Background: an optimization exercise with open tools, aiming at a short achievable clock period and few clock cycles. Do not read the settings as production practice. Function was not checked in any run shown here: the RTL went through the layout flow alone. Power figures rest on the tool's default switching activity, not on a simulated workload.

$ cat flow/design.v
module multiplier3 (
    input             clk,
    input      [15:0] A,
    input      [15:0] B,
    output     [15:0] product,      
    output            ovf           
);
    wire pp_0_0 = A[0] & B[0];
    wire pp_1_0 = A[1] & B[0];
    wire pp_2_0 = A[2] & B[0];
    wire pp_3_0 = A[3] & B[0];
    wire pp_4_0 = A[4] & B[0];
    wire pp_5_0 = A[5] & B[0];
    wire pp_6_0 = A[6] & B[0];
    wire pp_7_0 = A[7] & B[0];
    wire pp_8_0 = A[8] & B[0];
    wire pp_9_0 = A[9] & B[0];
    wire pp_10_0 = A[10] & B[0];
    wire pp_11_0 = A[11] & B[0];
    wire pp_12_0 = A[12] & B[0];
    wire pp_13_0 = A[13] & B[0];
    wire pp_14_0 = A[14] & B[0];
    wire pp_15_0 = A[15] & B[0];
    wire pp_0_1 = A[0] & B[1];
    wire pp_1_1 = A[1] & B[1];
    wire pp_2_1 = A[2] & B[1];
    wire pp_3_1 = A[3] & B[1];
    wire pp_4_1 = A[4] & B[1];
    wire pp_5_1 = A[5] & B[1];
    wire pp_6_1 = A[6] & B[1];
    wire pp_7_1 = A[7] & B[1];
    wire pp_8_1 = A[8] & B[1];
    wire pp_9_1 = A[9] & B[1];
    wire pp_10_1 = A[10] & B[1];
    wire pp_11_1 = A[11] & B[1];
    wire pp_12_1 = A[12] & B[1];
    wire pp_13_1 = A[13] & B[1];
    wire pp_14_1 = A[14] & B[1];
    wire pp_0_2 = A[0] & B[2];
    wire pp_1_2 = A[1] & B[2];
    wire pp_2_2 = A[2] & B[2];
    wire pp_3_2 = A[3] & B[2];
    wire pp_4_2 = A[4] & B[2];
    wire pp_5_2 = A[5] & B[2];
    wire pp_6_2 = A[6] & B[2];
    wire pp_7_2 = A[7] & B[2];
    wire pp_8_2 = A[8] & B[2];
    wire pp_9_2 = A[9] & B[2];
    wire pp_10_2 = A[10] & B[2];
    wire pp_11_2 = A[11] & B[2];
    wire pp_12_2 = A[12] & B[2];
    wire pp_13_2 = A[13] & B[2];
    wire pp_0_3 = A[0] & B[3];
    wire pp_1_3 = A[1] & B[3];
    wire pp_2_3 = A[2] & B[3];
    wire pp_3_3 = A[3] & B[3];
    wire pp_4_3 = A[4] & B[3];
    wire pp_5_3 = A[5] & B[3];
    wire pp_6_3 = A[6] & B[3];
    wire pp_7_3 = A[7] & B[3];
    wire pp_8_3 = A[8] & B[3];
    wire pp_9_3 = A[9] & B[3];
    wire pp_10_3 = A[10] & B[3];
    wire pp_11_3 = A[11] & B[3];
    wire pp_12_3 = A[12] & B[3];
    wire pp_0_4 = A[0] & B[4];
    wire pp_1_4 = A[1] & B[4];
    wire pp_2_4 = A[2] & B[4];
    wire pp_3_4 = A[3] & B[4];
    wire pp_4_4 = A[4] & B[4];
    wire pp_5_4 = A[5] & B[4];
    wire pp_6_4 = A[6] & B[4];
    wire pp_7_4 = A[7] & B[4];
    wire pp_8_4 = A[8] & B[4];
    wire pp_9_4 = A[9] & B[4];
    wire pp_10_4 = A[10] & B[4];
    wire pp_11_4 = A[11] & B[4];
    wire pp_0_5 = A[0] & B[5];
    wire pp_1_5 = A[1] & B[5];
    wire pp_2_5 = A[2] & B[5];
    wire pp_3_5 = A[3] & B[5];
    wire pp_4_5 = A[4] & B[5];
    wire pp_5_5 = A[5] & B[5];
    wire pp_6_5 = A[6] & B[5];
    wire pp_7_5 = A[7] & B[5];
    wire pp_8_5 = A[8] & B[5];
    wire pp_9_5 = A[9] & B[5];
    wire pp_10_5 = A[10] & B[5];
    wire pp_0_6 = A[0] & B[6];
    wire pp_1_6 = A[1] & B[6];
    wire pp_2_6 = A[2] & B[6];
    wire pp_3_6 = A[3] & B[6];
    wire pp_4_6 = A[4] & B[6];
    wire pp_5_6 = A[5] & B[6];
    wire pp_6_6 = A[6] & B[6];
    wire pp_7_6 = A[7] & B[6];
    wire pp_8_6 = A[8] & B[6];
    wire pp_9_6 = A[9] & B[6];
    wire pp_0_7 = A[0] & B[7];
    wire pp_1_7 = A[1] & B[7];
    wire pp_2_7 = A[2] & B[7];
    wire pp_3_7 = A[3] & B[7];
    wire pp_4_7 = A[4] & B[7];
    wire pp_5_7 = A[5] & B[7];
    wire pp_6_7 = A[6] & B[7];
    wire pp_7_7 = A[7] & B[7];
    wire pp_8_7 = A[8] & B[7];
    wire pp_0_8 = A[0] & B[8];
    wire pp_1_8 = A[1] & B[8];
    wire pp_2_8 = A[2] & B[8];
    wire pp_3_8 = A[3] & B[8];
    wire pp_4_8 = A[4] & B[8];
    wire pp_5_8 = A[5] & B[8];
    wire pp_6_8 = A[6] & B[8];
    wire pp_7_8 = A[7] & B[8];
    wire pp_0_9 = A[0] & B[9];
    wire pp_1_9 = A[1] & B[9];
    wire pp_2_9 = A[2] & B[9];
    wire pp_3_9 = A[3] & B[9];
    wire pp_4_9 = A[4] & B[9];
    wire pp_5_9 = A[5] & B[9];
    wire pp_6_9 = A[6] & B[9];
    wire pp_0_10 = A[0] & B[10];
    wire pp_1_10 = A[1] & B[10];
    wire pp_2_10 = A[2] & B[10];
    wire pp_3_10 = A[3] & B[10];
    wire pp_4_10 = A[4] & B[10];
    wire pp_5_10 = A[5] & B[10];
    wire pp_0_11 = A[0] & B[11];
    wire pp_1_11 = A[1] & B[11];
    wire pp_2_11 = A[2] & B[11];
    wire pp_3_11 = A[3] & B[11];
    wire pp_4_11 = A[4] & B[11];
    wire pp_0_12 = A[0] & B[12];
    wire pp_1_12 = A[1] & B[12];
    wire pp_2_12 = A[2] & B[12];
    wire pp_3_12 = A[3] & B[12];
    wire pp_0_13 = A[0] & B[13];
    wire pp_1_13 = A[1] & B[13];
    wire pp_2_13 = A[2] & B[13];
    wire pp_0_14 = A[0] & B[14];
    wire pp_1_14 = A[1] & B[14];
    wire pp_0_15 = A[0] & B[15];
    wire [15:0] aor;
    assign aor[15] = A[15];
    assign aor[0] = |A[15:0];
    assign aor[1] = |A[15:1];
    assign aor[2] = |A[15:2];
    assign aor[3] = |A[15:3];
    assign aor[4] = |A[15:4];
    assign aor[5] = |A[15:5];
    assign aor[6] = |A[15:6];
    assign aor[7] = |A[15:7];
    assign aor[8] = |A[15:8];
    assign aor[9] = |A[15:9];
    assign aor[10] = |A[15:10];
    assign aor[11] = |A[15:11];
    assign aor[12] = |A[15:12];
    assign aor[13] = |A[15:13];
    assign aor[14] = |A[15:14];
    wire hi_any = (B[1] & aor[15]) | (B[2] & aor[14]) | (B[3] & aor[13]) | (B[4] & aor[12]) | (B[5] & aor[11]) | (B[6] & aor[10]) | (B[7] & aor[9]) | (B[8] & aor[8]) | (B[9] & aor[7]) | (B[10] & aor[6]) | (B[11] & aor[5]) | (B[12] & aor[4]) | (B[13] & aor[3]) | (B[14] & aor[2]) | (B[15] & aor[1]);
    wire s1 = pp_13_0 ^ pp_12_1;
    wire c2 = pp_13_0 & pp_12_1;
    wire s3 = pp_14_0 ^ pp_13_1 ^ pp_12_2;
    wire c4 = (pp_14_0 & pp_13_1) | (pp_14_0 & pp_12_2) | (pp_13_1 & pp_12_2);
    wire s5 = pp_11_3 ^ pp_10_4;
    wire c6 = pp_11_3 & pp_10_4;
    wire s7 = pp_15_0 ^ pp_14_1 ^ pp_13_2;
    wire c8 = (pp_15_0 & pp_14_1) | (pp_15_0 & pp_13_2) | (pp_14_1 & pp_13_2);
    wire s9 = pp_12_3 ^ pp_11_4 ^ pp_10_5;
    wire c10 = (pp_12_3 & pp_11_4) | (pp_12_3 & pp_10_5) | (pp_11_4 & pp_10_5);
    wire s11 = pp_9_6 ^ pp_8_7;
    wire c12 = pp_9_6 & pp_8_7;
    wire s13 = pp_9_0 ^ pp_8_1;
    wire c14 = pp_9_0 & pp_8_1;
    wire s15 = pp_10_0 ^ pp_9_1 ^ pp_8_2;
    wire c16 = (pp_10_0 & pp_9_1) | (pp_10_0 & pp_8_2) | (pp_9_1 & pp_8_2);
    wire s17 = pp_7_3 ^ pp_6_4;
    wire c18 = pp_7_3 & pp_6_4;
    wire s19 = pp_11_0 ^ pp_10_1 ^ pp_9_2;
    wire c20 = (pp_11_0 & pp_10_1) | (pp_11_0 & pp_9_2) | (pp_10_1 & pp_9_2);
    wire s21 = pp_8_3 ^ pp_7_4 ^ pp_6_5;
    wire c22 = (pp_8_3 & pp_7_4) | (pp_8_3 & pp_6_5) | (pp_7_4 & pp_6_5);
    wire s23 = pp_5_6 ^ pp_4_7;
    wire c24 = pp_5_6 & pp_4_7;
    wire s25 = pp_12_0 ^ pp_11_1 ^ pp_10_2;
    wire c26 = (pp_12_0 & pp_11_1) | (pp_12_0 & pp_10_2) | (pp_11_1 & pp_10_2);
    wire s27 = pp_9_3 ^ pp_8_4 ^ pp_7_5;
    wire c28 = (pp_9_3 & pp_8_4) | (pp_9_3 & pp_7_5) | (pp_8_4 & pp_7_5);
    wire s29 = pp_6_6 ^ pp_5_7 ^ pp_4_8;
    wire c30 = (pp_6_6 & pp_5_7) | (pp_6_6 & pp_4_8) | (pp_5_7 & pp_4_8);
    wire s31 = pp_3_9 ^ pp_2_10;
    wire c32 = pp_3_9 & pp_2_10;
    wire s33 = s1 ^ pp_11_2 ^ pp_10_3;
    wire c34 = (s1 & pp_11_2) | (s1 & pp_10_3) | (pp_11_2 & pp_10_3);
    wire s35 = pp_9_4 ^ pp_8_5 ^ pp_7_6;
    wire c36 = (pp_9_4 & pp_8_5) | (pp_9_4 & pp_7_6) | (pp_8_5 & pp_7_6);
    wire s37 = pp_6_7 ^ pp_5_8 ^ pp_4_9;
    wire c38 = (pp_6_7 & pp_5_8) | (pp_6_7 & pp_4_9) | (pp_5_8 & pp_4_9);
    wire s39 = pp_3_10 ^ pp_2_11 ^ pp_1_12;
    wire c40 = (pp_3_10 & pp_2_11) | (pp_3_10 & pp_1_12) | (pp_2_11 & pp_1_12);
    wire s41 = s3 ^ s5 ^ pp_9_5;
    wire c42 = (s3 & s5) | (s3 & pp_9_5) | (s5 & pp_9_5);
    wire s43 = pp_8_6 ^ pp_7_7 ^ pp_6_8;
    wire c44 = (pp_8_6 & pp_7_7) | (pp_8_6 & pp_6_8) | (pp_7_7 & pp_6_8);
    wire s45 = pp_5_9 ^ pp_4_10 ^ pp_3_11;
    wire c46 = (pp_5_9 & pp_4_10) | (pp_5_9 & pp_3_11) | (pp_4_10 & pp_3_11);
    wire s47 = pp_2_12 ^ pp_1_13 ^ pp_0_14;
    wire c48 = (pp_2_12 & pp_1_13) | (pp_2_12 & pp_0_14) | (pp_1_13 & pp_0_14);
    wire s49 = s7 ^ s9 ^ s11;
    wire c50 = (s7 & s9) | (s7 & s11) | (s9 & s11);
    wire s51 = pp_7_8 ^ pp_6_9 ^ pp_5_10;
    wire c52 = (pp_7_8 & pp_6_9) | (pp_7_8 & pp_5_10) | (pp_6_9 & pp_5_10);
    wire s53 = pp_4_11 ^ pp_3_12 ^ pp_2_13;
    wire c54 = (pp_4_11 & pp_3_12) | (pp_4_11 & pp_2_13) | (pp_3_12 & pp_2_13);
    wire s55 = pp_1_14 ^ pp_0_15 ^ c4;
    wire c56 = (pp_1_14 & pp_0_15) | (pp_1_14 & c4) | (pp_0_15 & c4);
    wire s57 = pp_6_0 ^ pp_5_1;
    wire c58 = pp_6_0 & pp_5_1;
    wire s59 = pp_7_0 ^ pp_6_1 ^ pp_5_2;
    wire c60 = (pp_7_0 & pp_6_1) | (pp_7_0 & pp_5_2) | (pp_6_1 & pp_5_2);
    wire s61 = pp_4_3 ^ pp_3_4;
    wire c62 = pp_4_3 & pp_3_4;
    wire s63 = pp_8_0 ^ pp_7_1 ^ pp_6_2;
    wire c64 = (pp_8_0 & pp_7_1) | (pp_8_0 & pp_6_2) | (pp_7_1 & pp_6_2);
    wire s65 = pp_5_3 ^ pp_4_4 ^ pp_3_5;
    wire c66 = (pp_5_3 & pp_4_4) | (pp_5_3 & pp_3_5) | (pp_4_4 & pp_3_5);
    wire s67 = pp_2_6 ^ pp_1_7;
    wire c68 = pp_2_6 & pp_1_7;
    wire s69 = s13 ^ pp_7_2 ^ pp_6_3;
    wire c70 = (s13 & pp_7_2) | (s13 & pp_6_3) | (pp_7_2 & pp_6_3);
    wire s71 = pp_5_4 ^ pp_4_5 ^ pp_3_6;
    wire c72 = (pp_5_4 & pp_4_5) | (pp_5_4 & pp_3_6) | (pp_4_5 & pp_3_6);
    wire s73 = pp_2_7 ^ pp_1_8 ^ pp_0_9;
    wire c74 = (pp_2_7 & pp_1_8) | (pp_2_7 & pp_0_9) | (pp_1_8 & pp_0_9);
    wire s75 = s15 ^ s17 ^ pp_5_5;
    wire c76 = (s15 & s17) | (s15 & pp_5_5) | (s17 & pp_5_5);
    wire s77 = pp_4_6 ^ pp_3_7 ^ pp_2_8;
    wire c78 = (pp_4_6 & pp_3_7) | (pp_4_6 & pp_2_8) | (pp_3_7 & pp_2_8);
    wire s79 = pp_1_9 ^ pp_0_10 ^ c14;
    wire c80 = (pp_1_9 & pp_0_10) | (pp_1_9 & c14) | (pp_0_10 & c14);
    wire s81 = s19 ^ s21 ^ s23;
    wire c82 = (s19 & s21) | (s19 & s23) | (s21 & s23);
    wire s83 = pp_3_8 ^ pp_2_9 ^ pp_1_10;
    wire c84 = (pp_3_8 & pp_2_9) | (pp_3_8 & pp_1_10) | (pp_2_9 & pp_1_10);
    wire s85 = pp_0_11 ^ c16 ^ c18;
    wire c86 = (pp_0_11 & c16) | (pp_0_11 & c18) | (c16 & c18);
    wire s87 = s25 ^ s27 ^ s29;
    wire c88 = (s25 & s27) | (s25 & s29) | (s27 & s29);
    wire s89 = s31 ^ pp_1_11 ^ pp_0_12;
    wire c90 = (s31 & pp_1_11) | (s31 & pp_0_12) | (pp_1_11 & pp_0_12);
    wire s91 = c20 ^ c22 ^ c24;
    wire c92 = (c20 & c22) | (c20 & c24) | (c22 & c24);
    wire s93 = s33 ^ s35 ^ s37;
    wire c94 = (s33 & s35) | (s33 & s37) | (s35 & s37);
    wire s95 = s39 ^ pp_0_13 ^ c26;
    wire c96 = (s39 & pp_0_13) | (s39 & c26) | (pp_0_13 & c26);
    wire s97 = c28 ^ c30 ^ c32;
    wire c98 = (c28 & c30) | (c28 & c32) | (c30 & c32);
    wire s99 = s41 ^ s43 ^ s45;
    wire c100 = (s41 & s43) | (s41 & s45) | (s43 & s45);
    wire s101 = s47 ^ c2 ^ c34;
    wire c102 = (s47 & c2) | (s47 & c34) | (c2 & c34);
    wire s103 = c36 ^ c38 ^ c40;
    wire c104 = (c36 & c38) | (c36 & c40) | (c38 & c40);
    wire s105 = s49 ^ s51 ^ s53;
    wire c106 = (s49 & s51) | (s49 & s53) | (s51 & s53);
    wire s107 = s55 ^ c6 ^ c42;
    wire c108 = (s55 & c6) | (s55 & c42) | (c6 & c42);
    wire s109 = c44 ^ c46 ^ c48;
    wire c110 = (c44 & c46) | (c44 & c48) | (c46 & c48);
    wire s111 = pp_4_0 ^ pp_3_1;
    wire c112 = pp_4_0 & pp_3_1;
    wire s113 = pp_5_0 ^ pp_4_1 ^ pp_3_2;
    wire c114 = (pp_5_0 & pp_4_1) | (pp_5_0 & pp_3_2) | (pp_4_1 & pp_3_2);
    wire s115 = pp_2_3 ^ pp_1_4;
    wire c116 = pp_2_3 & pp_1_4;
    wire s117 = s57 ^ pp_4_2 ^ pp_3_3;
    wire c118 = (s57 & pp_4_2) | (s57 & pp_3_3) | (pp_4_2 & pp_3_3);
    wire s119 = pp_2_4 ^ pp_1_5 ^ pp_0_6;
    wire c120 = (pp_2_4 & pp_1_5) | (pp_2_4 & pp_0_6) | (pp_1_5 & pp_0_6);
    wire s121 = s59 ^ s61 ^ pp_2_5;
    wire c122 = (s59 & s61) | (s59 & pp_2_5) | (s61 & pp_2_5);
    wire s123 = pp_1_6 ^ pp_0_7 ^ c58;
    wire c124 = (pp_1_6 & pp_0_7) | (pp_1_6 & c58) | (pp_0_7 & c58);
    wire s125 = s63 ^ s65 ^ s67;
    wire c126 = (s63 & s65) | (s63 & s67) | (s65 & s67);
    wire s127 = pp_0_8 ^ c60 ^ c62;
    wire c128 = (pp_0_8 & c60) | (pp_0_8 & c62) | (c60 & c62);
    wire s129 = s69 ^ s71 ^ s73;
    wire c130 = (s69 & s71) | (s69 & s73) | (s71 & s73);
    wire s131 = c64 ^ c66 ^ c68;
    wire c132 = (c64 & c66) | (c64 & c68) | (c66 & c68);
    wire s133 = s75 ^ s77 ^ s79;
    wire c134 = (s75 & s77) | (s75 & s79) | (s77 & s79);
    wire s135 = c70 ^ c72 ^ c74;
    wire c136 = (c70 & c72) | (c70 & c74) | (c72 & c74);
    wire s137 = s81 ^ s83 ^ s85;
    wire c138 = (s81 & s83) | (s81 & s85) | (s83 & s85);
    wire s139 = c76 ^ c78 ^ c80;
    wire c140 = (c76 & c78) | (c76 & c80) | (c78 & c80);
    wire s141 = s87 ^ s89 ^ s91;
    wire c142 = (s87 & s89) | (s87 & s91) | (s89 & s91);
    wire s143 = c82 ^ c84 ^ c86;
    wire c144 = (c82 & c84) | (c82 & c86) | (c84 & c86);
    wire s145 = s93 ^ s95 ^ s97;
    wire c146 = (s93 & s95) | (s93 & s97) | (s95 & s97);
    wire s147 = c88 ^ c90 ^ c92;
    wire c148 = (c88 & c90) | (c88 & c92) | (c90 & c92);
    wire s149 = s99 ^ s101 ^ s103;
    wire c150 = (s99 & s101) | (s99 & s103) | (s101 & s103);
    wire s151 = c94 ^ c96 ^ c98;
    wire c152 = (c94 & c96) | (c94 & c98) | (c96 & c98);
    wire s153 = s105 ^ s107 ^ s109;
    wire c154 = (s105 & s107) | (s105 & s109) | (s107 & s109);
    wire s155 = c100 ^ c102 ^ c104;
    wire c156 = (c100 & c102) | (c100 & c104) | (c102 & c104);
    wire ovf1 = hi_any;
    reg ovf1_q;
    reg c8_q;
    reg c10_q;
    reg c12_q;
    reg c50_q;
    reg c52_q;
    reg c54_q;
    reg c56_q;
    reg c106_q;
    reg c108_q;
    reg c110_q;
    reg c154_q;
    reg c156_q;
    reg q0_0;
    reg q0_1;
    reg q1_1;
    reg q0_2;
    reg q1_2;
    reg q2_2;
    reg q0_3;
    reg q1_3;
    reg q2_3;
    reg q3_3;
    reg q0_4;
    reg q1_4;
    reg q2_4;
    reg q3_4;
    reg q0_5;
    reg q1_5;
    reg q2_5;
    reg q3_5;
    reg q0_6;
    reg q1_6;
    reg q2_6;
    reg q3_6;
    reg q0_7;
    reg q1_7;
    reg q2_7;
    reg q3_7;
    reg q0_8;
    reg q1_8;
    reg q2_8;
    reg q3_8;
    reg q0_9;
    reg q1_9;
    reg q2_9;
    reg q3_9;
    reg q0_10;
    reg q1_10;
    reg q2_10;
    reg q3_10;
    reg q0_11;
    reg q1_11;
    reg q2_11;
    reg q3_11;
    reg q0_12;
    reg q1_12;
    reg q2_12;
    reg q3_12;
    reg q0_13;
    reg q1_13;
    reg q2_13;
    reg q3_13;
    reg q0_14;
    reg q1_14;
    reg q2_14;
    reg q3_14;
    reg q0_15;
    reg q1_15;
    reg q2_15;
    reg q3_15;
    always @(posedge clk) begin
        ovf1_q <= ovf1;
        q0_0 <= pp_0_0;
        q0_1 <= pp_1_0;
        q1_1 <= pp_0_1;
        q0_2 <= pp_2_0;
        q1_2 <= pp_1_1;
        q2_2 <= pp_0_2;
        q0_3 <= pp_3_0;
        q1_3 <= pp_2_1;
        q2_3 <= pp_1_2;
        q3_3 <= pp_0_3;
        q0_4 <= s111;
        q1_4 <= pp_2_2;
        q2_4 <= pp_1_3;
        q3_4 <= pp_0_4;
        q0_5 <= s113;
        q1_5 <= s115;
        q2_5 <= pp_0_5;
        q3_5 <= c112;
        q0_6 <= s117;
        q1_6 <= s119;
        q2_6 <= c114;
        q3_6 <= c116;
        q0_7 <= s121;
        q1_7 <= s123;
        q2_7 <= c118;
        q3_7 <= c120;
        q0_8 <= s125;
        q1_8 <= s127;
        q2_8 <= c122;
        q3_8 <= c124;
        q0_9 <= s129;
        q1_9 <= s131;
        q2_9 <= c126;
        q3_9 <= c128;
        q0_10 <= s133;
        q1_10 <= s135;
        q2_10 <= c130;
        q3_10 <= c132;
        q0_11 <= s137;
        q1_11 <= s139;
        q2_11 <= c134;
        q3_11 <= c136;
        q0_12 <= s141;
        q1_12 <= s143;
        q2_12 <= c138;
        q3_12 <= c140;
        q0_13 <= s145;
        q1_13 <= s147;
        q2_13 <= c142;
        q3_13 <= c144;
        q0_14 <= s149;
        q1_14 <= s151;
        q2_14 <= c146;
        q3_14 <= c148;
        q0_15 <= s153;
        q1_15 <= s155;
        q2_15 <= c150;
        q3_15 <= c152;
        c8_q <= c8;
        c10_q <= c10;
        c12_q <= c12;
        c50_q <= c50;
        c52_q <= c52;
        c54_q <= c54;
        c56_q <= c56;
        c106_q <= c106;
        c108_q <= c108;
        c110_q <= c110;
        c154_q <= c154;
        c156_q <= c156;
    end
    wire s157 = q0_3 ^ q1_3;
    wire c158 = q0_3 & q1_3;
    wire s159 = q0_4 ^ q1_4 ^ q2_4;
    wire c160 = (q0_4 & q1_4) | (q0_4 & q2_4) | (q1_4 & q2_4);
    wire s161 = q0_5 ^ q1_5 ^ q2_5;
    wire c162 = (q0_5 & q1_5) | (q0_5 & q2_5) | (q1_5 & q2_5);
    wire s163 = q0_6 ^ q1_6 ^ q2_6;
    wire c164 = (q0_6 & q1_6) | (q0_6 & q2_6) | (q1_6 & q2_6);
    wire s165 = q0_7 ^ q1_7 ^ q2_7;
    wire c166 = (q0_7 & q1_7) | (q0_7 & q2_7) | (q1_7 & q2_7);
    wire s167 = q0_8 ^ q1_8 ^ q2_8;
    wire c168 = (q0_8 & q1_8) | (q0_8 & q2_8) | (q1_8 & q2_8);
    wire s169 = q0_9 ^ q1_9 ^ q2_9;
    wire c170 = (q0_9 & q1_9) | (q0_9 & q2_9) | (q1_9 & q2_9);
    wire s171 = q0_10 ^ q1_10 ^ q2_10;
    wire c172 = (q0_10 & q1_10) | (q0_10 & q2_10) | (q1_10 & q2_10);
    wire s173 = q0_11 ^ q1_11 ^ q2_11;
    wire c174 = (q0_11 & q1_11) | (q0_11 & q2_11) | (q1_11 & q2_11);
    wire s175 = q0_12 ^ q1_12 ^ q2_12;
    wire c176 = (q0_12 & q1_12) | (q0_12 & q2_12) | (q1_12 & q2_12);
    wire s177 = q0_13 ^ q1_13 ^ q2_13;
    wire c178 = (q0_13 & q1_13) | (q0_13 & q2_13) | (q1_13 & q2_13);
    wire s179 = q0_14 ^ q1_14 ^ q2_14;
    wire c180 = (q0_14 & q1_14) | (q0_14 & q2_14) | (q1_14 & q2_14);
    wire s181 = q0_15 ^ q1_15 ^ q2_15;
    wire c182 = (q0_15 & q1_15) | (q0_15 & q2_15) | (q1_15 & q2_15);
    wire s183 = q0_2 ^ q1_2;
    wire c184 = q0_2 & q1_2;
    wire s185 = s157 ^ q2_3 ^ q3_3;
    wire c186 = (s157 & q2_3) | (s157 & q3_3) | (q2_3 & q3_3);
    wire s187 = s159 ^ q3_4 ^ c158;
    wire c188 = (s159 & q3_4) | (s159 & c158) | (q3_4 & c158);
    wire s189 = s161 ^ q3_5 ^ c160;
    wire c190 = (s161 & q3_5) | (s161 & c160) | (q3_5 & c160);
    wire s191 = s163 ^ q3_6 ^ c162;
    wire c192 = (s163 & q3_6) | (s163 & c162) | (q3_6 & c162);
    wire s193 = s165 ^ q3_7 ^ c164;
    wire c194 = (s165 & q3_7) | (s165 & c164) | (q3_7 & c164);
    wire s195 = s167 ^ q3_8 ^ c166;
    wire c196 = (s167 & q3_8) | (s167 & c166) | (q3_8 & c166);
    wire s197 = s169 ^ q3_9 ^ c168;
    wire c198 = (s169 & q3_9) | (s169 & c168) | (q3_9 & c168);
    wire s199 = s171 ^ q3_10 ^ c170;
    wire c200 = (s171 & q3_10) | (s171 & c170) | (q3_10 & c170);
    wire s201 = s173 ^ q3_11 ^ c172;
    wire c202 = (s173 & q3_11) | (s173 & c172) | (q3_11 & c172);
    wire s203 = s175 ^ q3_12 ^ c174;
    wire c204 = (s175 & q3_12) | (s175 & c174) | (q3_12 & c174);
    wire s205 = s177 ^ q3_13 ^ c176;
    wire c206 = (s177 & q3_13) | (s177 & c176) | (q3_13 & c176);
    wire s207 = s179 ^ q3_14 ^ c178;
    wire c208 = (s179 & q3_14) | (s179 & c178) | (q3_14 & c178);
    wire s209 = s181 ^ q3_15 ^ c180;
    wire c210 = (s181 & q3_15) | (s181 & c180) | (q3_15 & c180);
    wire [15:0] ra = {s209, s207, s205, s203, s201, s199, s197, s195, s193, s191, s189, s187, s185, s183, q0_1, q0_0};
    wire [15:0] rb = {c208, c206, c204, c202, c200, c198, c196, c194, c192, c190, c188, c186, c184, q2_2, q1_1, 1'b0};
    wire [16:0] sum = {1'b0, ra} + {1'b0, rb};
    assign ovf = ovf1_q | sum[16] | c182 | c210 | c8_q | c10_q | c12_q | c50_q | c52_q | c54_q | c56_q | c106_q | c108_q | c110_q | c154_q | c156_q;
    assign product = sum[15:0];
endmodule
module alu (
    input      [15:0] A,
    input      [15:0] B,
    input      [3:0]  shamt,
    input      [15:0] pc1,
    input             op_add,     
    input             op_sub,
    input             op_and,
    input             op_or,
    input             op_xor,
    input             op_shl,
    input             op_shr,
    input             op_link,
    output     [15:0] sum,
    output     [15:0] out
);
    assign sum = A + (op_sub ? ~B : B) + {15'd0, op_sub};
    wire [15:0] shl = A << shamt;
    wire [15:0] shr = A >> shamt;
    assign out = ({16{op_add | op_sub}} & sum)
               | ({16{op_and}}  & (A & B))
               | ({16{op_or}}   & (A | B))
               | ({16{op_xor}}  & (A ^ B))
               | ({16{op_shl}}  & shl)
               | ({16{op_shr}}  & shr)
               | ({16{op_link}} & pc1);
endmodule
module register_file (
    input             clk,
    input             rst,
    input      [3:0]  rd_1,
    input      [3:0]  rd_2,
    input      [3:0]  wr,
    input      [15:0] wr_data,
    input             wr_en,
    output     [15:0] rd_1_data,
    output     [15:0] rd_2_data
);
    reg [15:0] gpr [1:15];
    integer i;
    always @(posedge clk) begin
        if (rst) begin
            for (i = 1; i < 16; i = i + 1) gpr[i] <= 16'd0;
        end else if (wr_en && wr != 4'd0) begin
            gpr[wr] <= wr_data;
        end
    end
    assign rd_1_data = (rd_1 == 4'd0) ? 16'd0 : gpr[rd_1];
    assign rd_2_data = (rd_2 == 4'd0) ? 16'd0 : gpr[rd_2];
endmodule
module manta_style (
    input clk,
    input rst,
    output [15:0] imem_addr,
    input  [15:0] imem_rdata,
    output [15:0] dmem_addr,
    output        dmem_we,
    output [15:0] dmem_wdata,
    input  [15:0] dmem_rdata
);
    reg [15:0] fa;               
    reg        lr_v;             
    reg [3:0]  lr_rd;            
    reg [15:0] lr_q;
    assign imem_addr = fa;
    wire [3:0]  f_op     = imem_rdata[15:12];
    wire        f_bne_t  = (f_op == 4'hd) && (imem_rdata[11:8] != imem_rdata[3:0]);
    wire        f_jalr_p = (f_op == 4'hf) && lr_v && (imem_rdata[11:8] == lr_rd);
    wire        f_jmp    = f_bne_t || (f_op == 4'he) || f_jalr_p;
    wire [15:0] f_off4   = {{12{imem_rdata[7]}}, imem_rdata[7:4]};
    wire [15:0] f_off    = f_op[1] ? {{8{imem_rdata[11]}}, imem_rdata[11:4]} : f_off4;
    wire [15:0] f_seq    = fa + 16'd1;
    wire [15:0] f_tgt    = f_jalr_p ? lr_q + f_off4 : fa + f_off;
    reg        d_valid;
    reg [15:0] d_ir;
    reg [15:0] d_pc1;
    reg        d_jp;             
    reg [15:0] d_pbase;
    wire [3:0] d_op = d_ir[15:12];
    wire [3:0] d_ra = d_ir[11:8];
    wire [3:0] d_rb = d_ir[7:4];
    wire [3:0] d_rc = d_ir[3:0];
    wire       d_uses_a = (d_op != 4'he);
    wire       d_rr     = (d_op < 4'h6);                     
    wire       d_cd     = (d_op == 4'hc) || (d_op == 4'hd);   
    wire [3:0] d_r1 = d_uses_a ? d_ra : 4'd0;
    wire [3:0] d_r2 = d_rr ? d_rb : (d_cd ? d_rc : 4'd0);
    wire       d_wr = !d_cd && (d_rc != 4'd0);
    wire       d_imm = !d_rr;                                
    wire [15:0] d_immv = (d_op == 4'hf) ? {{12{d_ir[7]}}, d_ir[7:4]} : {12'd0, d_ir[7:4]};
    reg        e_valid;
    reg        e_wr;
    reg [3:0]  e_rd;
    reg        e_late;           
    reg        e_load, e_store, e_mul, e_bne, e_jalr;
    reg        e_add, e_sub, e_and, e_or, e_xor, e_shl, e_shr, e_link;
    reg [15:0] e_a, e_b, e_s, e_pc1;
    reg        e_fam, e_faw, e_fbm, e_fbw, e_fsm, e_fsw;
    reg        e_mfam, e_mfaw, e_mfbm, e_mfbw;
    reg        e_bt;             
    reg        e_jp;             
    reg [15:0] e_pbase;
    reg        m_wr;
    reg [3:0]  m_rd;
    reg        m_load, m_mul;
    reg        m_we;
    reg [15:0] m_res;
    reg [15:0] m_s;
    reg        m_jmiss;          
    reg [15:0] m_jt;
    reg        w_wr;
    reg [3:0]  w_rd;
    reg [15:0] w_res;
    reg        w_ovf;            
    wire [15:0] w_val = w_res | {16{w_ovf}};
    wire [15:0] rf1, rf2;
    register_file rf (
        .clk(clk), .rst(rst),
        .rd_1(d_r1), .rd_2(d_r2),
        .wr(w_rd), .wr_data(w_val), .wr_en(w_wr),
        .rd_1_data(rf1), .rd_2_data(rf2)
    );
    wire [15:0] d_v1 = (w_wr && w_rd == d_r1) ? w_val : rf1;
    wire [15:0] d_v2 = (w_wr && w_rd == d_r2) ? w_val : rf2;
    wire d_he1 = e_wr && (e_rd == d_r1) && (d_r1 != 4'd0);
    wire d_he2 = e_wr && (e_rd == d_r2) && (d_r2 != 4'd0);
    wire d_hm1 = m_wr && (m_rd == d_r1) && (d_r1 != 4'd0);
    wire d_hm2 = m_wr && (m_rd == d_r2) && (d_r2 != 4'd0);
    wire d_stall = d_valid && e_late && (d_he1 || d_he2);
    wire [15:0] x_a = e_fam ? m_res : (e_faw ? w_val : e_a);
    wire [15:0] x_b = e_fbm ? m_res : (e_fbw ? w_val : e_b);
    wire [15:0] x_s = e_fsm ? m_res : (e_fsw ? w_val : e_s);
    wire [15:0] x_sum, x_out;
    alu alu (
        .A(x_a), .B(x_b), .shamt(e_b[3:0]), .pc1(e_pc1),
        .op_add(e_add), .op_sub(e_sub), .op_and(e_and), .op_or(e_or),
        .op_xor(e_xor), .op_shl(e_shl), .op_shr(e_shr), .op_link(e_link),
        .sum(x_sum), .out(x_out)
    );
    wire [15:0] mul_out;
    wire [15:0] x_ma = e_mfam ? m_res : (e_mfaw ? w_val : e_a);
    wire [15:0] x_mb = e_mfbm ? m_res : (e_mfbw ? w_val : e_b);
    wire        mul_ovf;
    multiplier3 mul (.clk(clk), .A(x_ma), .B(x_mb), .product(mul_out), .ovf(mul_ovf));
    wire x_bmiss = e_valid && e_bne && e_bt && (x_a == x_s);
    wire x_jmiss = e_valid && e_jalr && !(e_jp && (x_a == e_pbase));
    wire x_redir = x_bmiss || x_jmiss || m_jmiss;
    assign dmem_addr  = m_res;
    assign dmem_we    = m_we;
    assign dmem_wdata = m_s;
    always @(posedge clk) begin
        if (rst) begin
            fa <= 16'd0;
        end else if (m_jmiss) begin
            fa <= m_jt;
        end else if (x_bmiss) begin
            fa <= e_pc1;
        end else if (!d_stall) begin
            fa <= f_jmp ? f_tgt : f_seq;
        end
        if (rst) begin
            lr_v <= 1'b0;
        end else if (f_op == 4'he && imem_rdata[3:0] != 4'd0) begin
            lr_v  <= 1'b1;
            lr_rd <= imem_rdata[3:0];
            lr_q  <= f_seq;
        end
        if (rst || x_redir) begin
            d_valid <= 1'b0;
        end else if (!d_stall) begin
            d_valid <= 1'b1;
        end
        if (!d_stall) begin
            d_ir    <= imem_rdata;
            d_pc1   <= f_seq;
            d_jp    <= f_jalr_p;
            d_pbase <= lr_q;
        end
        e_rd   <= d_rc;
        e_late <= (d_op == 4'hb) || (d_op == 4'h5);
        e_load <= (d_op == 4'hb);
        e_store <= (d_op == 4'hc);
        e_mul  <= (d_op == 4'h5);
        e_bne  <= (d_op == 4'hd);
        e_jalr <= (d_op == 4'hf);
        e_add  <= (d_op == 4'h0) || (d_op == 4'h6) || (d_op == 4'hb) || (d_op == 4'hc);
        e_sub  <= (d_op == 4'h1);
        e_and  <= (d_op == 4'h2) || (d_op == 4'h7);
        e_or   <= (d_op == 4'h3) || (d_op == 4'h8);
        e_xor  <= (d_op == 4'h4);
        e_shl  <= (d_op == 4'h9);
        e_shr  <= (d_op == 4'ha);
        e_link <= (d_op == 4'he) || (d_op == 4'hf);
        e_a    <= d_v1;
        e_b    <= d_imm ? d_immv : d_v2;
        e_s    <= d_v2;
        e_pc1  <= d_pc1;
        e_fam  <= d_he1;
        e_faw  <= d_hm1;
        e_fbm  <= d_he2 && !d_imm;
        e_fbw  <= d_hm2 && !d_imm;
        e_fsm  <= d_he2;
        e_fsw  <= d_hm2;
        e_mfam <= d_he1 && (d_op == 4'h5);
        e_mfaw <= d_hm1 && (d_op == 4'h5);
        e_mfbm <= d_he2 && (d_op == 4'h5);
        e_mfbw <= d_hm2 && (d_op == 4'h5);
        e_bt   <= (d_ra != d_rc);
        e_jp   <= d_jp;
        e_pbase <= d_pbase;
        if (rst || x_redir || d_stall || !d_valid) begin
            e_valid <= 1'b0;
            e_wr    <= 1'b0;
        end else begin
            e_valid <= 1'b1;
            e_wr    <= d_wr;
        end
        m_rd    <= e_rd;
        m_load  <= e_load;
        m_mul   <= e_mul;
        m_res   <= x_out;
        m_s     <= x_s;
        m_jt    <= x_sum;
        if (rst) begin
            m_wr <= 1'b0;
            m_we <= 1'b0;
            m_jmiss <= 1'b0;
        end else begin
            m_jmiss <= x_jmiss;
            m_wr <= e_wr;
            m_we <= e_valid && e_store;
        end
        w_rd  <= m_rd;
        w_res <= m_load ? dmem_rdata : (m_mul ? mul_out : m_res);
        w_ovf <= m_mul && mul_ovf;
        if (rst) begin
            w_wr <= 1'b0;
        end else begin
            w_wr <= m_wr;
        end
    end
endmodule
$ cat flow/flow/run.sh
#!/bin/bash
set -euo pipefail
bash standard.sh SETUP_SLACK_MARGIN=5.7 finish > standard.log 2>&1
$ cat flow/standard.sh
#!/bin/bash
# synth_recipe.tcl (not shown) runs the flow's synth.tcl, then flattens the netlist and writes it again
# the make line also repeats each setting of config.mk as NAME=value (left out here)
make -C /OpenROAD-flow-scripts/flow DESIGN_CONFIG=/design/flow/config.mk WORK_HOME=/design/flow/orfs CLKGATE_MAP_FILE= SYNTH_SCRIPT=/design/flow/synth_recipe.tcl "${@:-finish}"
$ cat flow/config.mk
export PLATFORM = sky130hd
export DESIGN_NAME = manta_style
export DESIGN_NICKNAME = manta_style
export VERILOG_FILES = /design/flow/design.v
export SDC_FILE = /design/flow/constraint.sdc
export NUM_CORES = 4
export LEC_CHECK = 0
export CAP_MARGIN = 40
export CORE_MARGIN = 2
export CORE_UTILIZATION = 40
export PLACE_DENSITY = 0.6
export SETUP_SLACK_MARGIN = 5
export SLEW_MARGIN = 40
$ cat flow/constraint.sdc
create_clock -name core_clock -period 8.5 [get_ports {clk}]
set_input_delay 1.7000 -clock core_clock [delete_from_list [all_inputs] [get_ports {clk}]]
set_output_delay 1.7000 -clock core_clock [all_outputs]
set_load 0.01 [all_outputs]
==> reports/results.txt, run 1 <==
Slew headroom -> 0.3553
Peak Freq -> 0.2753 GHz
post-DR vias/cell -> 6.161
XOR/XNOR Fraction of Synth Area -> 0.03333
hold worst-path end -> m_mul
CTS sink cnt -> 605
hold_sp -> e_mul
Max Cap Violations -> 0
endpoints failing hold -> 0
Root Driver -> clkbuf_16
max reg flops -> 256
max-slew violations -> 0
Crit Reg-Reg Endpoint -> m_res[13]
kind of critical path -> in -> reg
Register-to-Register Path Depth -> 16
cts hold-fix bufs -> 0
clock power share -> 0.275
initial drt markers -> 4831
Synth Area in Adders -> 0.09099
worst-skew pair later-pin latency -> 0.64 ns
PD cells -> 220.2 nW/um^2
Starting Density -> 0.4027
row count -> 109
Routed WL per cell -> 27.73 um
Die H -> 301.8 um
Syn. warnings -> 3
Int Power -> 6873 uW
Logic pwr share -> 0.386
Cells after Synth -> 3832
share of cells above drive strength 1 -> 0.3270
core area -> 88100 um^2
total placed cells including tap cells -> 4882
FFs w/ async S/R, synth -> 0
top post-synthesis cells by count -> 566 x nor2_1, 475 x nand2_1, 325 x edfxtp_1
Synth Cell Area -> 35480 um^2
Max VDD drop -> 0.2119 mV
GR Overflow Total -> 0
setup slack, reg-to-reg -> 4.87 ns
top cell type's share of synthesized area -> 0.2751
Hold WS -> 0.3268 ns
vias in the first global route -> 31477
final setup vio count -> 0
DIE AREA -> 91100 um^2
largest register by flop count -> rf.gpr
via count -> 33776
Crit Path Max Fanout -> 7
Hold Crit Class -> reg -> reg
Crit path required time -> 9.05 ns
skew final -> 0.03462 ns
Routability Congestion -> 0.9440
final setup TNS -> 0 ns
Die X -> 301.8 um
Design Area, Final -> 49690 um^2
Post-DP Area -> 38220 um^2
CTS buffer count -> 69
DP Wirelength -> 83280 um
most common cell in the synthesized netlist -> nor2_1
total wire length -> 152000 um
worst hold path depth -> 0
ANT nets after route -> 0
EDFF count, synth -> 325
Area Growth Syn to Fin -> 40.06%
CTS tree -> done
Final Instance Count excl. Fillers -> 5482
RSZ-0062 raised after global routing -> yes
Reg power frac -> 0.339
compound-cell area share of the yosys netlist -> 0.1681
Avg Cell Area, Syn -> 9.259 um^2
total track usage -> 0.3110
I/O Buffers -> 82
FILL cells -> 7317
Final nets -> 4497
post-synthesis mux area share -> 0.03830
largest net degree at the start of global routing -> 79
Tmin final -> 3.633 ns
critical path arrival -> 4.18 ns
synth top area cells -> edfxtp_1 28%, dfxtp_1 16%, nor2_1 6.0%
initial antenna violation count -> 7
Setup crit start kind -> primary input
Sw Ratio -> 0.3720
Post-route DRC -> 0
clock-pin slew on the worst setup and hold paths -> 0.06 ns
first-pass GRT wire length -> 209800 um
drt pass-1 iters -> 8
Final period util -> 0.4274
run status -> timing/DRC/antenna clean
switching power -> 4071 uW
ys flop type -> edfxtp_1
IO Count -> 83
clk buf depth -> 3
area share of and/or/nand/nor cells after synthesis -> 0.1805
register bit count reported by yosys -> 605
largest family of logic cells by synthesized area -> simple AND/OR/NAND/NOR gates
Yosys top cell by area -> edfxtp_1
register area share after synthesis -> 0.4331
slew at the pin closest to its max-slew limit -> 0.9661 ns
Critical R2R Launch -> w_ovf
htree depth -> 3
leak pwr -> 0.01947 uW
Setup crit end kind -> flop
Yosys cell types -> 96
total power draw -> 10940 uW
-- cell families (layout without fill, tap and decap cells) --
| family | after synthesis | after routing |
|---|---|---|
| AO/OA/AOI/OAI | 836 | 842 |
| flip-flops | 605 | 605 |
| XOR/XNOR | 135 | 135 |
| adder cells (fa/ha/maj) | 201 | 201 |
| AND/OR/NAND/NOR | 1444 | 1464 |
| multiplexers | 110 | 110 |
| other | 1 | 18 |
| buffers and inverters | 500 | 942 |
-- worst max-delay path, stage by stage --
cell and delay, ns:
buf_6 0.09, buf_12 0.13, nand2b_4 0.13, buf_12 0.12, nand2_8 0.07, ha_4 0.26
o21ai_4 0.06, nor2_2 0.05, o221a_2 0.27, or2_1 0.23, a31o_2 0.21, a2111o_1 0.40
o41a_1 0.32, o2bb2ai_1 0.13
-- worst max path at each step --
stage | slack [ns] | to | cells past startpoint | start
2_1_floorplan | 4.59 | fa[14] | 11 | imem_rdata[4]
3_3_place_gp | 3.63 | fa[15] | 12 | imem_rdata[13]
3_5_place_dp | 3.56 | fa[15] | 12 | imem_rdata[13]
4_1_cts | 4.74 | fa[14] | 13 | imem_rdata[7]
5_1_grt | 4.80 | fa[14] | 14 | imem_rdata[7]
6_report | 4.87 | fa[14] | 14 | imem_rdata[7]
-- stage by stage --
| stage | setup slack, ns | util |
|---|---|---|
| 6_report | 4.867 | 0.5640 |
| 4_1_cts | 4.738 | 0.5186 |
| 2_1_floorplan | 4.591 | - |
| 5_1_grt | 4.798 | 0.5640 |
| 3_3_place_gp | 3.630 | 0.4334 |
| 3_5_place_dp | 3.555 | 0.4338 |
-- layout by cell type, fill, tap and decap left out, types with 65 or more instances in the layout --
master     instances
nor2_1           531
nand2_1          425
edfxtp_1         325
buf_4            307
dfxtp_1          234
inv_1            193
buf_6            124
nand3_1          113
o21ai_0          112
a21oi_1           97
clkbuf_16         87
ha_1              85
mux2i_1           70
xnor2_1           67
fa_1              65
-- layout make-up --
| type | instances | area (um^2) | area share |
|---|---|---|---|
| antenna | 2 | 5.005 | 0.0001007 |
| clock buffer | 94 | 1892 | 0.03807 |
| clock inverter | 30 | 349.1 | 0.007025 |
| inverter | 214 | 830.8 | 0.01672 |
| multi-input combinational | 2768 | 22800 | 0.4588 |
| sequential | 605 | 15500 | 0.3120 |
| tap | 1165 | 1458 | 0.02933 |
| timing repair buffer | 604 | 6858 | 0.1380 |
-- layer usage --
metal | routed length [um] | GRT usage | share of wire
met4 | 10260 | 0.1620 | 0.068
met3 | 17740 | 0.06464 | 0.12
met1 | 58110 | 0.4178 | 0.38
met5 | 24 | 0 | 0.00016
met2 | 65900 | 0.4736 | 0.43
-- power by group through the flow --
stage	Sequential (uW)	Clock, uW	Combinational, uW
floorplan	3610	0	1880
global placement	3770	0	2750
detailed placement	3770	0	2770
CTS	3680	3020	3570
global route	3720	3150	4420
finish	3710	3010	4220
-- repair_timing --
action / 4_1_cts / 5_1_grt
resized for setup: 777 / 444
pin swaps: 148 / 226
gates cloned: 50 / 19
setup endpoints to repair: 764 / 475
setup buffers: 233 / 172
==> inputs of run 2 (changes only) <==
--- a/flow/design.v
+++ b/flow/design.v
@@ -537,9 +537,8 @@
     output     [15:0] out
 );
-    assign sum = A + (op_sub ? ~B : B) + {15'd0, op_sub};
+    ks_add #(.W(16)) add (.a(A), .b(op_sub ? ~B : B), .cin(op_sub), .sum(sum), .cout());
     wire [15:0] shl = A << shamt;
     wire [15:0] shr = A >> shamt;
-    assign out = ({16{op_add | op_sub}} & sum)
-               | ({16{op_and}}  & (A & B))
+    wire [15:0] other = ({16{op_and}}  & (A & B))
                | ({16{op_or}}   & (A | B))
                | ({16{op_xor}}  & (A ^ B))
@@ -547,4 +546,36 @@
                | ({16{op_shr}}  & shr)
                | ({16{op_link}} & pc1);
+    assign out = (op_add | op_sub) ? sum : other;
+endmodule
+module ks_add #(
+    parameter W = 16
+) (
+    input  [W-1:0] a,
+    input  [W-1:0] b,
+    input          cin,
+    output [W-1:0] sum,
+    output         cout
+);
+    localparam L = $clog2(W);
+    wire [W-1:0] g [0:L];
+    wire [W-1:0] p [0:L];
+    assign p[0] = a ^ b;
+    assign g[0] = (a & b) | {{(W-1){1'b0}}, (a[0] ^ b[0]) & cin};
+    genvar i, j;
+    generate
+        for (i = 0; i < L; i = i + 1) begin : lvl
+            for (j = 0; j < W; j = j + 1) begin : bit_
+                if (j >= (1 << i)) begin : comb
+                    assign g[i+1][j] = g[i][j] | (p[i][j] & g[i][j - (1 << i)]);
+                    assign p[i+1][j] = p[i][j] & p[i][j - (1 << i)];
+                end else begin : pass
+                    assign g[i+1][j] = g[i][j];
+                    assign p[i+1][j] = p[i][j];
+                end
+            end
+        end
+    endgenerate
+    assign sum  = p[0] ^ {g[L][W-2:0], cin};
+    assign cout = g[L][W-1];
 endmodule
 module register_file (
@@ -597,4 +628,5 @@
     reg [15:0] d_ir;
     reg [15:0] d_pc1;
+    reg [3:0]  d_r1, d_r2;       
     reg        d_jp;             
     reg [15:0] d_pbase;
@@ -606,6 +638,4 @@
     wire       d_rr     = (d_op < 4'h6);                     
     wire       d_cd     = (d_op == 4'hc) || (d_op == 4'hd);   
-    wire [3:0] d_r1 = d_uses_a ? d_ra : 4'd0;
-    wire [3:0] d_r2 = d_rr ? d_rb : (d_cd ? d_rc : 4'd0);
     wire       d_wr = !d_cd && (d_rc != 4'd0);
     wire       d_imm = !d_rr;                                
@@ -616,4 +646,5 @@
     reg        e_late;           
     reg        e_load, e_store, e_mul, e_bne, e_jalr;
+    reg        e_zcmp;           
     reg        e_add, e_sub, e_and, e_or, e_xor, e_shl, e_shr, e_link;
     reg [15:0] e_a, e_b, e_s, e_pc1;
@@ -634,15 +665,13 @@
     reg [3:0]  w_rd;
     reg [15:0] w_res;
-    reg        w_ovf;            
-    wire [15:0] w_val = w_res | {16{w_ovf}};
     wire [15:0] rf1, rf2;
     register_file rf (
         .clk(clk), .rst(rst),
         .rd_1(d_r1), .rd_2(d_r2),
-        .wr(w_rd), .wr_data(w_val), .wr_en(w_wr),
+        .wr(w_rd), .wr_data(w_res), .wr_en(w_wr),
         .rd_1_data(rf1), .rd_2_data(rf2)
     );
-    wire [15:0] d_v1 = (w_wr && w_rd == d_r1) ? w_val : rf1;
-    wire [15:0] d_v2 = (w_wr && w_rd == d_r2) ? w_val : rf2;
+    wire [15:0] d_v1 = (w_wr && w_rd == d_r1) ? w_res : rf1;
+    wire [15:0] d_v2 = (w_wr && w_rd == d_r2) ? w_res : rf2;
     wire d_he1 = e_wr && (e_rd == d_r1) && (d_r1 != 4'd0);
     wire d_he2 = e_wr && (e_rd == d_r2) && (d_r2 != 4'd0);
@@ -650,7 +679,7 @@
     wire d_hm2 = m_wr && (m_rd == d_r2) && (d_r2 != 4'd0);
     wire d_stall = d_valid && e_late && (d_he1 || d_he2);
-    wire [15:0] x_a = e_fam ? m_res : (e_faw ? w_val : e_a);
-    wire [15:0] x_b = e_fbm ? m_res : (e_fbw ? w_val : e_b);
-    wire [15:0] x_s = e_fsm ? m_res : (e_fsw ? w_val : e_s);
+    wire [15:0] x_a = e_fam ? m_res : (e_faw ? w_res : e_a);
+    wire [15:0] x_b = e_fbm ? m_res : (e_fbw ? w_res : e_b);
+    wire [15:0] x_s = e_fsm ? m_res : (e_fsw ? w_res : e_s);
     wire [15:0] x_sum, x_out;
     alu alu (
@@ -661,6 +690,6 @@
     );
     wire [15:0] mul_out;
-    wire [15:0] x_ma = e_mfam ? m_res : (e_mfaw ? w_val : e_a);
-    wire [15:0] x_mb = e_mfbm ? m_res : (e_mfbw ? w_val : e_b);
+    wire [15:0] x_ma = e_mfam ? m_res : (e_mfaw ? w_res : e_a);
+    wire [15:0] x_mb = e_mfbm ? m_res : (e_mfbw ? w_res : e_b);
     wire        mul_ovf;
     multiplier3 mul (.clk(clk), .A(x_ma), .B(x_mb), .product(mul_out), .ovf(mul_ovf));
@@ -668,4 +697,7 @@
     wire x_jmiss = e_valid && e_jalr && !(e_jp && (x_a == e_pbase));
     wire x_redir = x_bmiss || x_jmiss || m_jmiss;
+    wire d_fuse = d_valid && (d_op == 4'hd) && e_valid && e_zcmp && e_wr &&
+                  (((d_ra == e_rd) && (d_rc == 4'd0)) || ((d_rc == e_rd) && (d_ra == 4'd0)));
+    wire d_early = d_fuse && (x_a == x_b);
     assign dmem_addr  = m_res;
     assign dmem_we    = m_we;
@@ -678,4 +710,6 @@
         end else if (x_bmiss) begin
             fa <= e_pc1;
+        end else if (d_early) begin
+            fa <= d_pc1;
         end else if (!d_stall) begin
             fa <= f_jmp ? f_tgt : f_seq;
@@ -688,5 +722,5 @@
             lr_q  <= f_seq;
         end
-        if (rst || x_redir) begin
+        if (rst || x_redir || d_early) begin
             d_valid <= 1'b0;
         end else if (!d_stall) begin
@@ -695,4 +729,7 @@
         if (!d_stall) begin
             d_ir    <= imem_rdata;
+            d_r1    <= (f_op != 4'he) ? imem_rdata[11:8] : 4'd0;
+            d_r2    <= (f_op < 4'h6) ? imem_rdata[7:4] :
+                       ((f_op == 4'hc) || (f_op == 4'hd)) ? imem_rdata[3:0] : 4'd0;
             d_pc1   <= f_seq;
             d_jp    <= f_jalr_p;
@@ -708,4 +745,5 @@
         e_add  <= (d_op == 4'h0) || (d_op == 4'h6) || (d_op == 4'hb) || (d_op == 4'hc);
         e_sub  <= (d_op == 4'h1);
+        e_zcmp <= (d_op == 4'h1) || (d_op == 4'h4);
         e_and  <= (d_op == 4'h2) || (d_op == 4'h7);
         e_or   <= (d_op == 4'h3) || (d_op == 4'h8);
@@ -728,5 +766,5 @@
         e_mfbm <= d_he2 && (d_op == 4'h5);
         e_mfbw <= d_hm2 && (d_op == 4'h5);
-        e_bt   <= (d_ra != d_rc);
+        e_bt   <= (d_ra != d_rc) && !d_early;
         e_jp   <= d_jp;
         e_pbase <= d_pbase;
@@ -754,6 +792,5 @@
         end
         w_rd  <= m_rd;
-        w_res <= m_load ? dmem_rdata : (m_mul ? mul_out : m_res);
-        w_ovf <= m_mul && mul_ovf;
+        w_res <= m_load ? dmem_rdata : (m_mul ? (mul_out | {16{mul_ovf}}) : m_res);
         if (rst) begin
             w_wr <= 1'b0;
==> flow/flow/run.sh (replaced) <==
#!/bin/bash
set -euo pipefail
bash standard.sh SETUP_SLACK_MARGIN=5.7 "BUFFER_PORTS_ARGS=-buffer_cell sky130_fd_sc_hd__buf_4" finish > standard.log 2>&1
==> run 2 against run 1 <==
  * Via count shrank 18%
  * Core utilization is 3.9 points lower
  * Flip-flop and latch count rose by 16
  * Clock power grew 4%
  * Largest power group is now registers
  * Non-clock buffer count fell by 173
  * Synthesized cell count shrank 17%
  * Power fell by 8.1%
==> reports/results.txt, run 2 <==
run status -> timing/DRC/antenna clean
Slew headroom -> 0.4296 (+0.07430)
kind of critical path -> in -> reg
top cell type's share of synthesized area -> 0.2847 (+0.009592)
max reg flops -> 256 (unchanged)
Synth Area in Adders -> 0.09190 (+0.0009107)
top post-synthesis cells by count -> 333 x edfxtp_1, 288 x dfxtp_1, 281 x nor2_1
Register-to-Register Path Depth -> 15 (-1)
Peak Freq -> 0.2797 GHz (+1.6%)
EDFF count, synth -> 333 (+2.5%)
Avg Cell Area, Syn -> 11.01 um^2 (+19%)
worst-skew pair later-pin latency -> 0.62 ns (-0.02 ns)
Int Power -> 6713 uW (-2.3%)
Final period util -> 0.4206 (-0.006752)
Logic pwr share -> 0.309 (-0.077)
antenna cell count -> 0 (-2)
Critical R2R Launch -> mul.q0_5
Multi-input gate area -> 20440 um^2 (-10%)
clk buf depth -> 3 (unchanged)
CTS sink cnt -> 621 (+2.6%)
CTS buffer count -> 72 (+4.3%)
total track usage -> 0.2736 (-0.03734)
via count -> 27584 (-18%)
CP Cell Sequence -> buf_12 -> ha_4 -> inv_2 -> fa_2 -> and2b_1 -> o31a_1 -> o31ai_4 -> a2111oi_4 -> o21ai_2 -> a31oi_1 -> xnor2_1 -> a221o_1 -> a311oi_1
IO Count -> 83 (unchanged)
Worst path slowest cell -> o31a_1
Syn. warnings -> 4 (+1)
Routability Congestion -> 0.9378 (-0.66%)
Yosys cell types -> 90 (-6.3%)
first-pass GRT wire length -> 182000 um (-13%)
Root Driver -> clkbuf_16
post-synthesis mux area share -> 0.1399 (+0.1016)
Hold Crit Class -> reg -> reg
most frequent cells in the layout -> 333 x edfxtp_1, 256 x and2_1, 254 x buf_4
max-slew violations -> 0 (unchanged)
Setup crit end kind -> flop
DIE AREA -> 90200 um^2 (-0.98%)
max incr delay on CP -> 0.29 ns (-0.11 ns)
Max VDD drop -> 0.1757 mV (-17%)
leak pwr -> 0.01780 uW (-8.6%)
largest net degree at the start of global routing -> 79 (unchanged)
slew at the pin closest to its max-slew limit -> 0.8545 ns (-0.1116 ns)
GR Overflow Total -> 0 (unchanged)
XOR/XNOR Fraction of Synth Area -> 0.03640 (+0.003076)
Synth Cell Area -> 35130 um^2 (-0.99%)
total placed cells including tap cells -> 4293 (-12%)
initial antenna violation count -> 4 (-3)
hold_sp -> e_mul
commonest non-fill, non-tap cell in the layout -> edfxtp_1
CP delay by family, top -> compound AO/OA/AOI/OAI gates
area share of and/or/nand/nor cells after synthesis -> 0.1418 (-0.03873)
largest register by flop count -> rf.gpr
Die H -> 300.3 um (-0.49%)
clock power share -> 0.312 (+0.037)
Routed WL per cell -> 26.41 um (-4.8%)
Area Growth Syn to Fin -> 29.98%
Setup crit start kind -> primary input
CTS tree -> done
DP Wirelength -> 77890 um (-6.5%)
switching power -> 3345 uW (-18%)
Crit Reg-Reg Endpoint -> w_res[3]
share of cells above drive strength 1 -> 0.3379 (+0.01093)
Cells after Synth -> 3190 (-17%)
FFs w/ async S/R, synth -> 0 (unchanged)
ANT nets after route -> 0 (unchanged)
vias in the first global route -> 27553 (-12%)
skew final -> 0.03269 ns (-0.001925 ns)
Crit Path Max Fanout -> 5 (-2)
critical path arrival -> 4.08 ns (-0.10 ns)
FILL cells -> 7269 (-0.66%)
compound-cell area share of the yosys netlist -> 0.09624 (-0.07191)
Starting Density -> 0.4043 (+0.001579)
setup slack, reg-to-reg -> 5.04 ns (+0.17 ns)
Register Area -> 15990 um^2 (+3.1%)
worst hold path depth -> 0 (unchanged)
Final nets -> 3738 (-17%)
core area -> 86890 um^2 (-1.4%)
Sw Ratio -> 0.3326 (-0.03935)
initial drt markers -> 3340 (-31%)
ys flop type -> edfxtp_1
cell count along the critical path -> 13 (-1)
final setup TNS -> 0 ns (unchanged)
Buf/Inv on CP -> 2 (-1)
PD cells -> 220.3 nW/um^2 (about the same)
clock-pin slew on the worst setup and hold paths -> 0.06 ns (about the same)
Final Instance Count excl. Fillers -> 4712 (-14%)
synth top area cells -> edfxtp_1 28%, dfxtp_1 16%, mux4_2 11%
Crit path required time -> 9.01 ns (-0.04 ns)
Reg power frac -> 0.379 (+0.040)
I/O Buffers -> 82 (unchanged)
Yosys top cell by area -> edfxtp_1
total wire length -> 124500 um (-18%)
endpoints failing hold -> 0 (unchanged)
hold worst-path end -> m_mul
htree depth -> 3 (unchanged)
Max Cap Violations -> 0 (unchanged)
register area share after synthesis -> 0.4488 (+0.01573)
Post-route DRC -> 0 (unchanged)
RSZ-0062 raised after global routing -> yes
row count -> 108 (-0.92%)
Die X -> 300.3 um (-0.49%)
largest family of logic cells by synthesized area -> simple AND/OR/NAND/NOR gates
final setup vio count -> 0 (unchanged)
drt pass-1 iters -> 7 (-1)
Tmin final -> 3.575 ns (-0.05739 ns)
post-DR vias/cell -> 5.854 (-5.0%)
most common cell in the synthesized netlist -> edfxtp_1
register bit count reported by yosys -> 621 (+2.6%)
## run 2: cell count changes after synthesis, sizes merged, moves of 27 or more
cell    previous run  this run
nor3b             45         4
mux2i             75       102
clkbuf           205       164
mux4              19       168
nand2            476       246
a211oi           108        21
and2              16       260
nand3            125        27
a21oi            171       135
buf               81        44
nor2             569       281
xnor2             83       117
o31ai             50         7
a311oi            59         2
## run 2: power by group through the flow
stage	registers, uW	clock network, uW	logic (uW)
floorplan	3640	0	1580
global placement	3860	0	2230
detailed placement	3860	0	2240
CTS	3790	3170	2810
global route	3840	3300	3290
finish	3810	3140	3110
## run 2: cell families after synthesis
kind of cell    after synthesis
simple gates               1009
flops                       621
compound gates              533
buf+inv                     402
mux                         277
fa+ha+maj                   201
xor+xnor                    146
other cells                   1
## run 2: final cells by class
class / instances / area share
Clock buffer: 99 / 0.04426
Clock inverter: 29 / 0.007289
Inverter: 194 / 0.01672
Multi-Input combinational cell: 2182 / 0.4477
Sequential cell: 621 / 0.3502
Tap cell: 1155 / 0.03165
Timing Repair Buffer: 431 / 0.1020
Timing Repair inverter: 1 / 0.0002466
## run 2: how the worst max path moves through the flow
stage                             start     end  slack, ns
after detailed placement       w_res[4]  fa[13]       4.04
final                     imem_rdata[4]  fa[14]       4.92
after floorplan           imem_rdata[4]  fa[14]       4.44
after CTS                 imem_rdata[4]  fa[14]       4.99
after global placement            e_faw  fa[13]       4.01
after global routing      imem_rdata[5]  fa[14]       4.82
## run 2: worst register-to-register path: stages (launching register included)
cell and delay [ns]:
dfxtp_2 0.32, inv_2 0.03, fa_1 0.52, fa_1 0.52, inv_2 0.05, ha_4 0.27
o21ai_2 0.06, nand2_1 0.07, o2111a_1 0.22, a211oi_2 0.09, o41ai_2 0.24, a21oi_2 0.12
o21ai_4 0.24, buf_12 0.16, o22ai_1 0.08, o21ai_2 0.33
## run 2: through the flow
step                      power (uW)  worst slack [ns]  utilization  cell area, um^2  hold slack, ns
after floorplan                 5223             4.438            -            36280          0.3096
after global placement          6089             4.009       0.4318            37510          0.3105
after detailed placement        6098             4.044       0.4352            37810          0.3121
after CTS                       9770             4.995       0.5111            44410          0.3302
after global routing           10430             4.817       0.5255            45660          0.3423
final                          10060             4.925       0.5255            45660          0.3294
## run 2: routing by layer
layer  part of all wire  global-route usage  wire length, um
met1               0.41              0.3862            51370
met5                  0                   0                0
met2               0.44              0.4115            54990
met3               0.10             0.05383            12700
met4              0.043              0.1145             5395
## run 2: what timing repair did
item,in CTS,in global routing
resized for setup,453,162
gates cloned,9,2
setup endpoints to repair,622,364
pin swaps,133,89
buffers inserted,235,45
hold buffers,0,0

-- static timing again, ports no longer ideal --
The flow's constraints put no driver on any port. The routed layouts listed below were extracted and timed again, unchanged, in two steps.
Step 1 (the two cells are an assumption about what drives the block):
set clk [get_ports {clk}]
set_driving_cell -lib_cell sky130_fd_sc_hd__clkbuf_16 $clk
set_driving_cell -lib_cell sky130_fd_sc_hd__buf_2 [delete_from_list [all_inputs] $clk]
Step 2 times the ports against the registers' clock, not the clock port: input delays grow and output delays shrink by t, the midpoint of the rising clock arrivals with the driver on.
Three values: no drivers, after step 1, after step 2; two values: the first two.
run | t, ns | setup slack, ns | worst setup path at the end
run 1 | 0.692 | 4.867 / 4.867 / 4.214 | input to register
run 2 | 0.672 | 4.925 / 4.945 / 4.272 | input to register
After both steps every run listed still meets setup and hold.
